From an optimization exercise on the open Yosys and OpenROAD flow, aimed at small area and a short achievable clock period; shortcuts taken in it are not production practice.
Where RTL was checked, it was by simulation tests only, not by an equivalence proof against the original.
Power figures rest on the tool's default switching activity, not on a simulated workload.

==> flow/design.v (excerpt) <==
module ArithmeticLogicUnitSystem(
    RF_OutASel, RF_OutBSel, RF_FunSel, RF_RegSel, RF_ScrSel,
    ALU_FunSel, ALU_WF,
    ARF_OutCSel, ARF_OutDSel, ARF_FunSel, ARF_RegSel,
    IR_LH, IR_Write,
    MemOut,
    MuxASel, MuxBSel, MuxCSel, Clock,
    OutA, OutB, ALUOut, Flags_out, OutC, Address, IROut, MuxCOut);
Size in the first run: about 1,600 cells after synthesis, roughly 160 I/O pins, about 17,000 um2 of cells after synthesis.
export LEC_CHECK = 0
export CAP_MARGIN = 20
export CORE_MARGIN = 2
export CORE_UTILIZATION = 40
export CTS_BUF_LIST = sky130_fd_sc_hd__clkbuf_4 sky130_fd_sc_hd__clkbuf_8 sky130_fd_sc_hd__clkbuf_16
export SETUP_SLACK_MARGIN = 3.0
export SLEW_MARGIN = 20
export SYNTH_HIERARCHICAL = 1
export TNS_END_PERCENT = 0
create_clock -name core_clock -period 9.0 [get_ports {Clock}]
standard.sh (not shown) runs the stock make flow with config.mk's settings and CLKGATE_MAP_FILE= SYNTH_SCRIPT=/design/flow/synth_recipe.tcl, a recipe that flattens the netlist after the stock synthesis.
==> flow/flow/run.sh <==
#!/bin/bash
# Standard ORFS layout with buf_2 port buffers. Each stage's full tool
# output is in orfs/logs; the make output is kept in flow_make.log.
set -euo pipefail
bash standard.sh "BUFFER_PORTS_ARGS=-buffer_cell sky130_fd_sc_hd__buf_2" finish > flow_make.log 2>&1
Then changed:
GPL_ROUTABILITY_DRIVEN = 0   (was default)
PLACE_DENSITY = 0.7   (was default)
TNS_END_PERCENT = 20   (was 0)
The new run went through all stages and came out clean; clock skew hardly moves; worst setup slack degrades by 0.077 ns; combinational power grows by about 6%; total power grows by 2.2%; non-clock buffer count shrinks by 7; sequential share of layout area shrinks by 0.24 points; global-route usage shrinks by 0.40 points; area after synthesis is unchanged; clock-buffer cell count shrinks by 1.


Setup of run A:
ArithmeticLogicUnitSystem, a different RTL version from the one above (not shown whole).
Size in the first run: ~160 I/O pins, roughly 17000 sq um of cells after synthesis.
Settings: LEC_CHECK=0, CAP_MARGIN=20, CORE_MARGIN=2, CORE_UTILIZATION=40, SETUP_SLACK_MARGIN=3.0, SLEW_MARGIN=20, SYNTH_HIERARCHICAL=1; clock period 9.0 ns.
run.sh (not shown) runs the stock make flow with config.mk's settings and CLKGATE_MAP_FILE= SYNTH_SCRIPT=/design/flow/synth_recipe.tcl, a recipe that flattens the netlist after the stock synthesis.
Stock flow here: none of the scripts above is used.
Run A: all stages complete, timing, DRC and antenna checks passed
#### Input delta (run B over run A)
==> flow/flow/run.sh (new file) <==
#!/bin/bash
# Standard ORFS layout with buf_2 port buffers. Each stage's full tool
# output is in orfs/logs; the make output is kept in flow_make.log.
set -euo pipefail
bash standard.sh "BUFFER_PORTS_ARGS=-buffer_cell sky130_fd_sc_hd__buf_2" finish > flow_make.log 2>&1
==> flow/standard.sh (new file) <==
#!/bin/bash
# synth_recipe.tcl (not shown) runs the flow's synth.tcl, then flattens the netlist and writes it again
# the make line also repeats each setting of config.mk as NAME=value (left out here)
make -C /OpenROAD-flow-scripts/flow DESIGN_CONFIG=/design/flow/config.mk WORK_HOME=/design/flow/orfs CLKGATE_MAP_FILE= SYNTH_SCRIPT=/design/flow/synth_recipe.tcl "${@:-finish}"
removed: flow/run.sh
Notes after the runs:
Across both runs, non-clock buffer count was lower for run B than for run A.
Summary: internal cell power, run B better than run A
When run B is measured against run A, its clock power share turns out 1.5 points higher.
Run B ended with less number of global-route vias before repair than run A.
Re overall die width: no difference whatsoever between run B and run A.
The run showing the greater post-route non-filler standard cell count is run A.
Taking run A as the reference, in run B post-layout minimum cycle time now larger, wire length now smaller, worst setup slack now smaller.
Maximum achievable frequency, run A and run B, lower one = run B.
In run B, sum of net half-perimeters after detailed placement is higher than in run A.
No functional check of the RTL was part of any run of this note.


v50:
ArithmeticLogicUnitSystem, a different RTL version from the one above (not shown whole).
Size in the first run: ~1600 cells after synthesis, about 160 I/O pins, about 0.016 mm2 of cells after synthesis.
clock: 9.0 ns
lec_check: 0
cap_margin: 20
core_margin: 2
core_utilization: 40
cts_buf_list: sky130_fd_sc_hd__clkbuf_8 sky130_fd_sc_hd__clkbuf_16
setup_slack_margin: 3.0
slew_margin: 20
synth_hierarchical: 1
tns_end_percent: 0
standard.sh (not shown) runs the stock make flow with config.mk's settings and CLKGATE_MAP_FILE= SYNTH_SCRIPT=/design/flow/synth_recipe.tcl, a recipe that flattens the netlist after the stock synthesis.
==> flow/flow/run.sh <==
#!/bin/bash
# Standard ORFS layout with buf_2 port buffers. Each stage's full tool
# output is in orfs/logs; the make output is kept in flow_make.log.
set -euo pipefail
bash standard.sh "BUFFER_PORTS_ARGS=-buffer_cell sky130_fd_sc_hd__buf_2" finish > flow_make.log 2>&1
Changes in v42 relative to v50:
# v50
export LEC_CHECK = 0
export CAP_MARGIN = 20
export CORE_MARGIN = 2
export CORE_UTILIZATION = 40
export CTS_BUF_LIST = sky130_fd_sc_hd__clkbuf_8 sky130_fd_sc_hd__clkbuf_16
export SETUP_SLACK_MARGIN = 3.0
export SLEW_MARGIN = 20
export SYNTH_HIERARCHICAL = 1
export TNS_END_PERCENT = 0
create_clock -name core_clock -period 9.0 [get_ports {Clock}]
# v42
export LEC_CHECK = 0
export CAP_MARGIN = 20
export CORE_MARGIN = 2
export CORE_UTILIZATION = 40
export CTS_BUF_LIST = sky130_fd_sc_hd__clkbuf_4 sky130_fd_sc_hd__clkbuf_8 sky130_fd_sc_hd__clkbuf_16
export SETUP_SLACK_MARGIN = 3.2
export SLEW_MARGIN = 20
export SYNTH_HIERARCHICAL = 1
export TNS_END_PERCENT = 5
create_clock -name core_clock -period 9.0 [get_ports {Clock}]
==> comparison <==
v42 | status: complete | timing, DRC, antenna: pass. Summed area of non-filler cells in the final layout, v42 and v50, lower one = v42. Compared v42 vs v50, and time the worst path needs with I/O delays and setup is up in v42. Count of clock-net buffers in the final layout: v42 higher than v50.
For v23, these inputs were changed with respect to v42:
# v42
export LEC_CHECK = 0
export CAP_MARGIN = 20
export CORE_MARGIN = 2
export CORE_UTILIZATION = 40
export CTS_BUF_LIST = sky130_fd_sc_hd__clkbuf_4 sky130_fd_sc_hd__clkbuf_8 sky130_fd_sc_hd__clkbuf_16
export SETUP_SLACK_MARGIN = 3.2
export SLEW_MARGIN = 20
export SYNTH_HIERARCHICAL = 1
export TNS_END_PERCENT = 5
create_clock -name core_clock -period 9.0 [get_ports {Clock}]
# v23
export LEC_CHECK = 0
export CAP_MARGIN = 20
export CORE_MARGIN = 2
export CORE_UTILIZATION = 40
export CTS_BUF_LIST = sky130_fd_sc_hd__clkbuf_4 sky130_fd_sc_hd__clkbuf_8
export SETUP_SLACK_MARGIN = 3.6
export SLEW_MARGIN = 20
export SYNTH_HIERARCHICAL = 1
create_clock -name core_clock -period 9.0 [get_ports {Clock}]
Notes after the runs:
Row wire length: v23 higher / v42 lower. Cmp v23 and v42 / cell area power density / lower: v23. Re total power consumption of the routed design: v23 is 3.6% up on v42. Re overflow left after global routing: no difference whatsoever between v23 and v42. Relative to v42, the fraction of layout instances using a drive strength above 1 of v23 is higher by 11 points.
> inputs changed (v23 -> v17)
# v23
export LEC_CHECK = 0
export CAP_MARGIN = 20
export CORE_MARGIN = 2
export CORE_UTILIZATION = 40
export CTS_BUF_LIST = sky130_fd_sc_hd__clkbuf_4 sky130_fd_sc_hd__clkbuf_8
export SETUP_SLACK_MARGIN = 3.6
export SLEW_MARGIN = 20
export SYNTH_HIERARCHICAL = 1
create_clock -name core_clock -period 9.0 [get_ports {Clock}]
# v17
export LEC_CHECK = 0
export CAP_MARGIN = 20
export CORE_MARGIN = 2
export CORE_UTILIZATION = 40
export CTS_BUF_LIST = sky130_fd_sc_hd__clkbuf_4 sky130_fd_sc_hd__clkbuf_8 sky130_fd_sc_hd__clkbuf_16
export SETUP_SLACK_MARGIN = 3.0
export SLEW_MARGIN = 20
export SYNTH_HIERARCHICAL = 1
export TNS_END_PERCENT = 20
create_clock -name core_clock -period 9.0 [get_ports {Clock}]
--- outcome ---
v17 reached the end of the flow, and the finished layout is clean on the timing, design-rule and antenna checks. Topmost layer with routed signal wires: met5 -> v23, met4 -> v17. ~same multi-input combinational gate total in v17 and v23. Measured against each other, v17 and v23 differ in share of cell area taken by multi-input logic gates, the lower figure coming from v23. A capture point of the worst path of MuxCOut[6] is what v23 shows, while MuxCOut[3] belongs to v17. met3 routing resource usage after global routing ended up 1.1 points higher on v17 than on v23.


ArithmeticLogicUnitSystem, a different RTL version from the one above (not shown whole).
Size: ~2400 cells after synthesis, roughly 160 I/O pins, about 17000 sq um of cells after synthesis.
Settings: LEC_CHECK=0, ABC_AREA=1, CAP_MARGIN=20, CORE_MARGIN=2, CORE_UTILIZATION=40, SETUP_SLACK_MARGIN=3.0, SLEW_MARGIN=20; clock period 9.0 ns.
==> flow/flow/run.sh <==
#!/bin/bash
# Standard ORFS layout with small port buffers and power (area) recovery
# after global routing. Each stage's full tool output is in orfs/logs; the
# make output is kept in flow_make.log.
set -euo pipefail
bash standard.sh "BUFFER_PORTS_ARGS=-buffer_cell sky130_fd_sc_hd__buf_2" RECOVER_POWER=100 finish > flow_make.log 2>&1
Then changed:
==> flow/run.sh (new file) <==
#!/bin/bash
# synth_recipe.tcl (not shown) runs the flow's synth.tcl, then flattens the netlist and writes it again
# the make line also repeats each setting of config.mk as NAME=value (left out here)
make -C /OpenROAD-flow-scripts/flow DESIGN_CONFIG=/design/flow/config.mk WORK_HOME=/design/flow/orfs CLKGATE_MAP_FILE= SYNTH_SCRIPT=/design/flow/synth_recipe.tcl finish
--- a/flow/config.mk
+++ b/flow/config.mk
@@ -7,3 +7,2 @@
 export LEC_CHECK = 0
-export ABC_AREA = 1
 export CAP_MARGIN = 20
removed: flow/flow/run.sh
removed: flow/standard.sh
- fmax increases by 3.0%
- setup slack improves by 0.22 ns
- clock power decreases by 4.8%
- global-route usage decreases by 4.4 points
- routed wire length decreases by 13%
- synthesized cell count decreases by 27%
- final area increases by 6.5%
- cell count decreases by 20%
- die area decreases by 1.6%
Then changed:
--- a/flow/config.mk
+++ b/flow/config.mk
@@ -7,2 +7,3 @@
 export LEC_CHECK = 0
+export ABC_AREA = 1
 export CAP_MARGIN = 20
Routed wire length goes up by about 20%.
Cell area increases by about 1.2%.
First-iteration DRC count increases by about 26%.
Fmax is higher by about 14%.
Via count rises by 17%.
Power went down by 20%.
Synthesized area grows by 1.7%.
Setup slack gets better by 0.88 ns.
Function was not checked in any run of this note: the RTL went through the layout flow alone.

==> re-timing with driven ports <==
How much do the figures lean on ideal ports? The routed layouts below were timed once more, with nothing changed but the port constraints.
Step 1: set_driving_cell puts a clkbuf_16 on Clock and a buf_2 on each other input, an assumption about the parent block.
Step 2 times the ports against the registers' clock, not the clock port: input delays grow and output delays shrink by t, the midpoint of the rising clock arrivals with the driver on.
a / b / c = no drivers / after step 1 / after step 2; a / b = the first two.
| run | t, ns | slack for setup (ns) | clock arrival spread, ns | slew at the worst register clock pin (ns) |
|---|---|---|---|---|
| the first run of note 1 | 0.554 | 2.774 / 2.646 / 2.646 | 0.017 / 0.017 | 0.09 / 0.09 |
| the second run of note 1 | 0.526 | 2.697 / 2.538 / 2.476 | 0.019 / 0.019 | 0.09 / 0.09 |
| run A | 0.529 | 2.636 / 2.570 / 2.338 | 0.023 / 0.022 | 0.09 / 0.09 |
| run B | 0.538 | 2.615 / 2.460 / 2.460 | 0.021 / 0.021 | 0.10 / 0.10 |
| v50 | 0.528 | 2.698 / 2.601 / 2.599 | 0.018 / 0.018 | 0.09 / 0.09 |
| v42 | 0.530 | 2.682 / 2.615 / 2.602 | 0.016 / 0.017 | 0.09 / 0.09 |
| v23 | 0.583 | 2.808 / 2.741 / 2.741 | 0.022 / 0.022 | 0.12 / 0.12 |
| v17 | 0.527 | 2.683 / 2.614 / 2.585 | 0.016 / 0.016 | 0.08 / 0.08 |
| the first run of note 4 | 0.575 | 1.436 / 1.380 / 1.380 | 0.020 / 0.020 | 0.09 / 0.09 |
| the second run of note 4 | 0.560 | 1.659 / 1.499 / 1.499 | 0.017 / 0.018 | 0.09 / 0.09 |
| the third run of note 4 | 0.566 | 2.544 / 2.481 / 2.481 | 0.019 / 0.019 | 0.09 / 0.09 |
After both steps setup and hold are still met in every run listed. The setup slack of run A, which loses most, moves by -0.066 ns with the drivers and by -0.298 ns with both steps.
